Background: an optimization exercise with open tools, aiming at small area, a short achievable clock period and few clock cycles. Do not read the settings as production practice. Only simulation tests tie the RTL to the original design; equivalence was not proved.

job 101:
// geofence
module geofence (clk, reset, X, Y, valid, is_inside);
input clk;
input reset;
input [9:0] X;
input [9:0] Y;
output reg valid;
output reg is_inside;
reg [3:0] ph;
reg [9:0] rx, ry;                  
reg vxs, vys;                      
reg [9:0] vxm, vym;                
reg axs, ays, bxs, bys;            
reg [9:0] axm, aym, bxm, bym;
reg deg;                           
reg ins;                           
wire [10:0] dx = {1'b0, X} - {1'b0, rx};
wire [10:0] dy = {1'b0, Y} - {1'b0, ry};
wire [9:0] dxm = (dx[9:0] ^ {10{dx[10]}}) + {9'd0, dx[10]};
wire [9:0] dym = (dy[9:0] ^ {10{dy[10]}}) + {9'd0, dy[10]};
wire vxz = ~|vxm;
wire vyz = ~|vym;
wire vz = vxz & vyz;               
wire a1 = axs ^ vys, a2 = ays ^ vxs;
wire b1 = bxs ^ vys, b2 = bys ^ vxs;
wire az = (~|axm | vyz) & (~|aym | vxz);
wire bz = (~|bxm | vyz) & (~|bym | vxz);
wire ca = ~a1;
wire ua_1 = ~(axm[0] & vym[0]);
wire ua_2 = ~(aym[0] & vxm[0]);
wire ua_3 = ~(axm[0] & vym[1]);
wire ua_4 = ~(aym[0] & vxm[1]);
wire ua_5 = ~(axm[0] & vym[2]);
wire ua_6 = ~(aym[0] & vxm[2]);
wire ua_7 = ~(axm[0] & vym[3]);
wire ua_8 = ~(aym[0] & vxm[3]);
wire ua_9 = ~(axm[0] & vym[4]);
wire ua_10 = ~(aym[0] & vxm[4]);
wire ua_11 = ~(axm[0] & vym[5]);
wire ua_12 = ~(aym[0] & vxm[5]);
wire ua_13 = ~(axm[0] & vym[6]);
wire ua_14 = ~(aym[0] & vxm[6]);
wire ua_15 = ~(axm[0] & vym[7]);
wire ua_16 = ~(aym[0] & vxm[7]);
wire ua_17 = ~(axm[0] & vym[8]);
wire ua_18 = ~(aym[0] & vxm[8]);
wire ua_19 = ~(axm[0] & vym[9]);
wire ua_20 = ~(aym[0] & vxm[9]);
wire ua_21 = ~(axm[1] & vym[0]);
wire ua_22 = ~(aym[1] & vxm[0]);
wire ua_23 = ~(axm[1] & vym[1]);
wire ua_24 = ~(aym[1] & vxm[1]);
wire ua_25 = ~(axm[1] & vym[2]);
wire ua_26 = ~(aym[1] & vxm[2]);
wire ua_27 = ~(axm[1] & vym[3]);
wire ua_28 = ~(aym[1] & vxm[3]);
wire ua_29 = ~(axm[1] & vym[4]);
wire ua_30 = ~(aym[1] & vxm[4]);
wire ua_31 = ~(axm[1] & vym[5]);
wire ua_32 = ~(aym[1] & vxm[5]);
wire ua_33 = ~(axm[1] & vym[6]);
wire ua_34 = ~(aym[1] & vxm[6]);
  ...
export LEC_CHECK = 0
export CAP_MARGIN = 20
export CORE_MARGIN = 2
export CORE_UTILIZATION = 60
export PLACE_DENSITY_LB_ADDON = 0.2
export SETUP_SLACK_MARGIN = 5
export SLEW_MARGIN = 20
export SYNTH_HIERARCHICAL = 1
export SYNTH_MINIMUM_KEEP_SIZE = 0
export TNS_END_PERCENT = 0
create_clock -name core_clock -period 10.0 [get_ports {clk}]
run.sh (not shown) runs the stock make flow with config.mk's settings and CLKGATE_MAP_FILE= SYNTH_SCRIPT=/design/flow/synth_recipe.tcl, a recipe that flattens the netlist after the stock synthesis.
Job 101 finished every step from synthesis to the final layout, and the layout passed the timing, DRC and antenna checks.
Testbench counts of job 101, summed over its fixed seeds: cycles 21,600.
diff inputs: job 101 => job 102
Settings: CORE_ASPECT_RATIO: unset -> 0.5; PLACE_DENSITY_LB_ADDON: 0.2 -> unset.
==> comparison <==
Job 101 was smaller in final cell area than job 102.
Going from job 101 to job 102, top achievable clock speed grows by 0.0034 GHz.
Job 102: starting density of the core 0.72 points below job 101
The cell count after placement on job 102 is in line with that on job 101.
In job 102, the quantity of gates resized following cts came out 6 above the value in job 101.
Job 102 vs job 101 on routed wire length: job 102 is the higher one.
Looking at core area across job 101 and job 102, the one that comes out lower is job 101.
Job 101 → job 102: highest cell delay on the worst timing path shrank by 0.11 ns; final standard cell utilization of the core down 0.29 points; clock skew flat; die footprint has remained practically unchanged.
[inputs] job 103 vs job 102
Settings: clearing TNS_END_PERCENT, which used to be 0; swapping 60 for 75 in CORE_UTILIZATION; clearing CORE_ASPECT_RATIO, which used to be 0.5.
Sort job 103 and job 102 by non-clock buffer count, ascending, and job 102 comes first. Clock buffer instance count of the final layout sits higher in job 103 than in job 102. Of job 103 and job 102, job 102 shows the higher non-filler instance count after layout, with job 103 below it. For job 103, the worst setup path startpoint was aym[8], unlike job 102, where it was vym[4]. Looking at multi-input combinational cell area across job 103 and job 102, the one that comes out higher is job 103. Job 103 vs. job 102: half-perimeter wire length after placement decreased 6.7%; final standard cell utilization of the core now larger. Looking at layout overhead on the synthesized area across job 103 and job 102, the one that comes out lower is job 102. Job 103 against job 102: post-CTS resize count +89%.
[inputs] job 104 vs job 103
Settings: CORE_UTILIZATION now 60, was 75; TNS_END_PERCENT now 0, previously not set.
--- outcome ---
- Job 104 against job 103: register fraction of the total cell area up 0.19 points.
- Per-cell via count in the routed design was higher in the run labelled job 103.
- Via count in job 104 vs job 103: down 849
- Summary of the comparison: worst slew margin relative to its limit is higher in job 104, relative to job 103.

* * *

Another version of the RTL of geofence (not shown whole).
Size in the first run: ~1,300 cells after synthesis, ~95 flip-flops, roughly 24 I/O pins, about 15,000 µm² of cells after synthesis.
Design geofence, start of the top module:
module geofence (clk, reset, X, Y, valid, is_inside);
input clk;
input reset;
input [9:0] X;
input [9:0] Y;
output reg valid;
output reg is_inside;
reg [3:0] ph;
reg [9:0] rx, ry;                  
reg vxs, vys;                      
reg [9:0] vxm, vym;                
reg vz;                            
reg axs, ays, bxs, bys;            
reg [9:0] axm, aym, bxm, bym;
reg deg;                           
reg ins;                           
wire [10:0] dx = {1'b0, X} - {1'b0, rx};
wire [10:0] dy = {1'b0, Y} - {1'b0, ry};
wire [9:0] dxm = (dx[9:0] ^ {10{dx[10]}}) + {9'd0, dx[10]};
wire [9:0] dym = (dy[9:0] ^ {10{dy[10]}}) + {9'd0, dy[10]};
wire vxz = ~|vxm;
wire vyz = ~|vym;
wire a1 = axs ^ vys, a2 = ays ^ vxs;
wire b1 = bxs ^ vys, b2 = bys ^ vxs;
wire az = (~|axm | vyz) & (~|aym | vxz);
wire bz = (~|bxm | vyz) & (~|bym | vxz);
wire ta, tb;
geofence_xsign ua (.p(axm), .q(vym), .r(aym), .t(vxm), .c(~a1), .neg(ta));
geofence_xsign ub (.p(bxm), .q(vym), .r(bym), .t(vxm), .c(b1), .neg(tb));
wire a_le = (a1 == a2) ? ta ^ a1 : a1 | az;     
wire b_ge = (b1 == b2) ? ~(tb ^ b1) : ~b1 | bz;  
wire opp = (axs ^ vxs) | (ays ^ vys);
wire hit = vz | (a_le & b_ge & (~deg | opp));
wire new_a = a_le & ~b_ge;
wire new_b = ~a_le & b_ge;
wire first = (ph == 4'd2);
wire ins_nx = first ? vz : (ins | hit);
always @(posedge clk or posedge reset) begin
    if (reset) begin
        ph <= 4'd0;
        valid <= 1'b0;
    end else begin
        valid <= (ph == 4'd7);
        ph <= (ph == 4'd8) ? 4'd0 : ph + 4'd1;
    end
end
always @(posedge clk) begin
    if (ph == 4'd0) begin
        rx <= X;
        ry <= Y;
    end
    vxs <= dx[10];
    vys <= dy[10];
    vxm <= dxm;
    vym <= dym;
    vz <= (X == rx) & (Y == ry);
    if (first | new_a) begin
        axs <= vxs; ays <= vys; axm <= vxm; aym <= vym;
    end
    if (first | new_b) begin
        bxs <= vxs; bys <= vys; bxm <= vxm; bym <= vym;
    end
  ...
make LEC_CHECK=0 CAP_MARGIN=20 CORE_MARGIN=2 CORE_UTILIZATION=40 SETUP_SLACK_MARGIN=4 SLEW_MARGIN=20 SYNTH_HIERARCHICAL=1 SYNTH_MINIMUM_KEEP_SIZE=0 finish   # period 10.0 ns
Testbench counts at the start, summed over its fixed seeds: cycles 21,600.
Rerun with:
- SETUP_SLACK_MARGIN: 4 -> 5
=> Setup slack improves by 0.098 ns; via count falls by 0.39%; first-iteration DRC count fell by 36%; die area is unchanged; area after synthesis does not change; cell count barely changes; wire length goes up by 1.5%.

* * *

## raven
Another version of the RTL of geofence (not shown whole).
Size in the first run: roughly 1,300 cells after synthesis, roughly 120 flip-flops, roughly 0.014 sq mm of cells after synthesis.
## geofence
module geofence (clk, reset, X, Y, valid, is_inside);
input clk;
input reset;
input [9:0] X;
input [9:0] Y;
output reg valid;
output reg is_inside;
reg [3:0] ph;
reg [9:0] rx, ry;                  
reg vxs, vys;                      
reg [9:0] vxm, nvym;               
reg [11:0] v3xm, nv3ym;            
reg axs, ays, bxs, bys;            
reg [9:0] axm, aym, bxm, bym;
reg deg;                           
reg ins;                           
wire [10:0] dx = {1'b0, X} - {1'b0, rx};
wire [10:0] dy = {1'b0, Y} - {1'b0, ry};
wire [9:0] tx = dx[9:0] ^ {10{dx[10]}};
wire [9:0] ty = dy[9:0] ^ {10{dy[10]}};
wire [9:0] dxm = tx + {9'd0, dx[10]};
wire [9:0] dym = ty + {9'd0, dy[10]};
wire [11:0] d3xm = {2'b00, tx} + {1'b0, tx, 1'b0} + {10'd0, dx[10], dx[10]};
wire [11:0] d3ym = {2'b00, ty} + {1'b0, ty, 1'b0} + {10'd0, dy[10], dy[10]};
wire vxz = ~|vxm;
wire vyz = &nvym;
wire vz = vxz & vyz;               
wire a1 = axs ^ vys, a2 = ays ^ vxs;
wire b1 = bxs ^ vys, b2 = bys ^ vxs;
wire az = (~|axm | vyz) & (~|aym | vxz);
wire bz = (~|bxm | vyz) & (~|bym | vxz);
wire ca = ~a1;
wire ua_1, ua_2, ua_3;
geofence_dec dua_1 (.a0(axm[0]), .a1(axm[1]), .s1(ua_1), .s2(ua_2), .s3(ua_3));
wire ua_4 = ~((ua_1 & nvym[0]) | ua_2 | (ua_3 & nv3ym[0]));
wire ua_5;
geofence_sel3 gua_5 (.s1(ua_1), .a(nvym[1]), .s2(ua_2), .b(nvym[0]), .s3(ua_3), .c(nv3ym[1]), .y(ua_5));
wire ua_6;
geofence_sel3 gua_6 (.s1(ua_1), .a(nvym[2]), .s2(ua_2), .b(nvym[1]), .s3(ua_3), .c(nv3ym[2]), .y(ua_6));
wire ua_7;
geofence_sel3 gua_7 (.s1(ua_1), .a(nvym[3]), .s2(ua_2), .b(nvym[2]), .s3(ua_3), .c(nv3ym[3]), .y(ua_7));
wire ua_8;
geofence_sel3 gua_8 (.s1(ua_1), .a(nvym[4]), .s2(ua_2), .b(nvym[3]), .s3(ua_3), .c(nv3ym[4]), .y(ua_8));
wire ua_9;
  ...
clock: 10.0 ns
lec_check: 0
cap_margin: 20
cell_pad_in_sites_detail_placement: 1
core_margin: 2
core_utilization: 40
setup_slack_margin: 5
slew_margin: 20
synth_hierarchical: 1
synth_minimum_keep_size: 0
tns_end_percent: 0
Testbench counts of raven, summed over its fixed seeds: cycles 21,600.
Input-level comparison between amber and raven:
- a deleted CELL_PAD_IN_SITES_DETAIL_PLACEMENT that had been 1
- a change of CORE_UTILIZATION from 40 to 50
## What came out
amber went all the way through the flow, and no timing, DRC or antenna check failed. For amber, the highest-delay cell along the critical path was sky130_fd_sc_hd__dfxtp_1, unlike raven, where it was sky130_fd_sc_hd__a222oi_1. Delta (amber minus raven): first-iteration DRC count dropped about 7%; combined area of the multi-input logic cells barely changed. Final setup slack of the worst path | amber above raven. Post-route minimum period on amber is ahead of raven. Relative to raven, starting density of the core increased by 11 points in amber. Going from raven to amber, die extent in x shrinks by 10%. The final reports for amber and raven show highest clock rate higher in the former. Compared to raven, amber was floorplanned on a smaller die.
Setup changes, amber to violet
- swapping 50 for 62 in CORE_UTILIZATION
[summary]
Compared with amber, in violet post-synthesis to final-layout area growth fell 0.45 points, final cell count without fillers has decreased. [violet vs amber] non-clock buffer count: higher in violet. Higher worst-case hold slack goes to violet over amber. amber and violet ended up with roughly the same maximum achievable frequency.

## re-timing with driven ports
How much do the figures lean on ideal ports? The routed layouts below were timed once more, with nothing changed but the port constraints. Step 1: set_driving_cell puts a clkbuf_16 on clk and a buf_2 on each other input, an assumption about the parent block. Step 2 times the ports against the registers' clock, not the clock port: input delays grow and output delays shrink by t, the midpoint of the rising clock arrivals with the driver on. Three values: ideal ports, drivers, drivers and shift; two values: the first two.
run | t, ns | setup slack, ns | hold WS [ns] | slew at the worst register clock pin (ns)
job 101 | 0.387 | 4.202 / 4.202 / 4.155 | 0.480 / 0.480 / 0.480 | 0.07 / 0.07
job 102 | 0.374 | 4.316 / 4.316 / 4.156 | 0.484 / 0.484 / 0.484 | 0.07 / 0.07
job 103 | 0.383 | 4.323 / 4.323 / 4.323 | 0.488 / 0.488 / 0.488 | 0.07 / 0.07
job 104 | 0.382 | 4.354 / 4.354 / 4.190 | 0.489 / 0.489 / 0.489 | 0.06 / 0.06
the first run of note 2 | 0.384 | 4.009 / 4.009 / 4.009 | 0.495 / 0.495 / 0.495 | 0.06 / 0.06
the second run of note 2 | 0.376 | 4.107 / 4.107 / 4.107 | 0.469 / 0.469 / 0.469 | 0.07 / 0.07
raven | 0.472 | 4.401 / 4.401 / 4.123 | 0.481 / 0.481 / 0.481 | 0.07 / 0.07
amber | 0.458 | 4.582 / 4.582 / 4.270 | 0.475 / 0.475 / 0.475 | 0.06 / 0.06
violet | 0.459 | 4.578 / 4.578 / 4.245 | 0.492 / 0.492 / 0.492 | 0.06 / 0.06
After both steps setup and hold are still met in every run listed. The setup slack of violet, which loses most, moves by 0.000 ns with the drivers and by -0.333 ns with both steps.
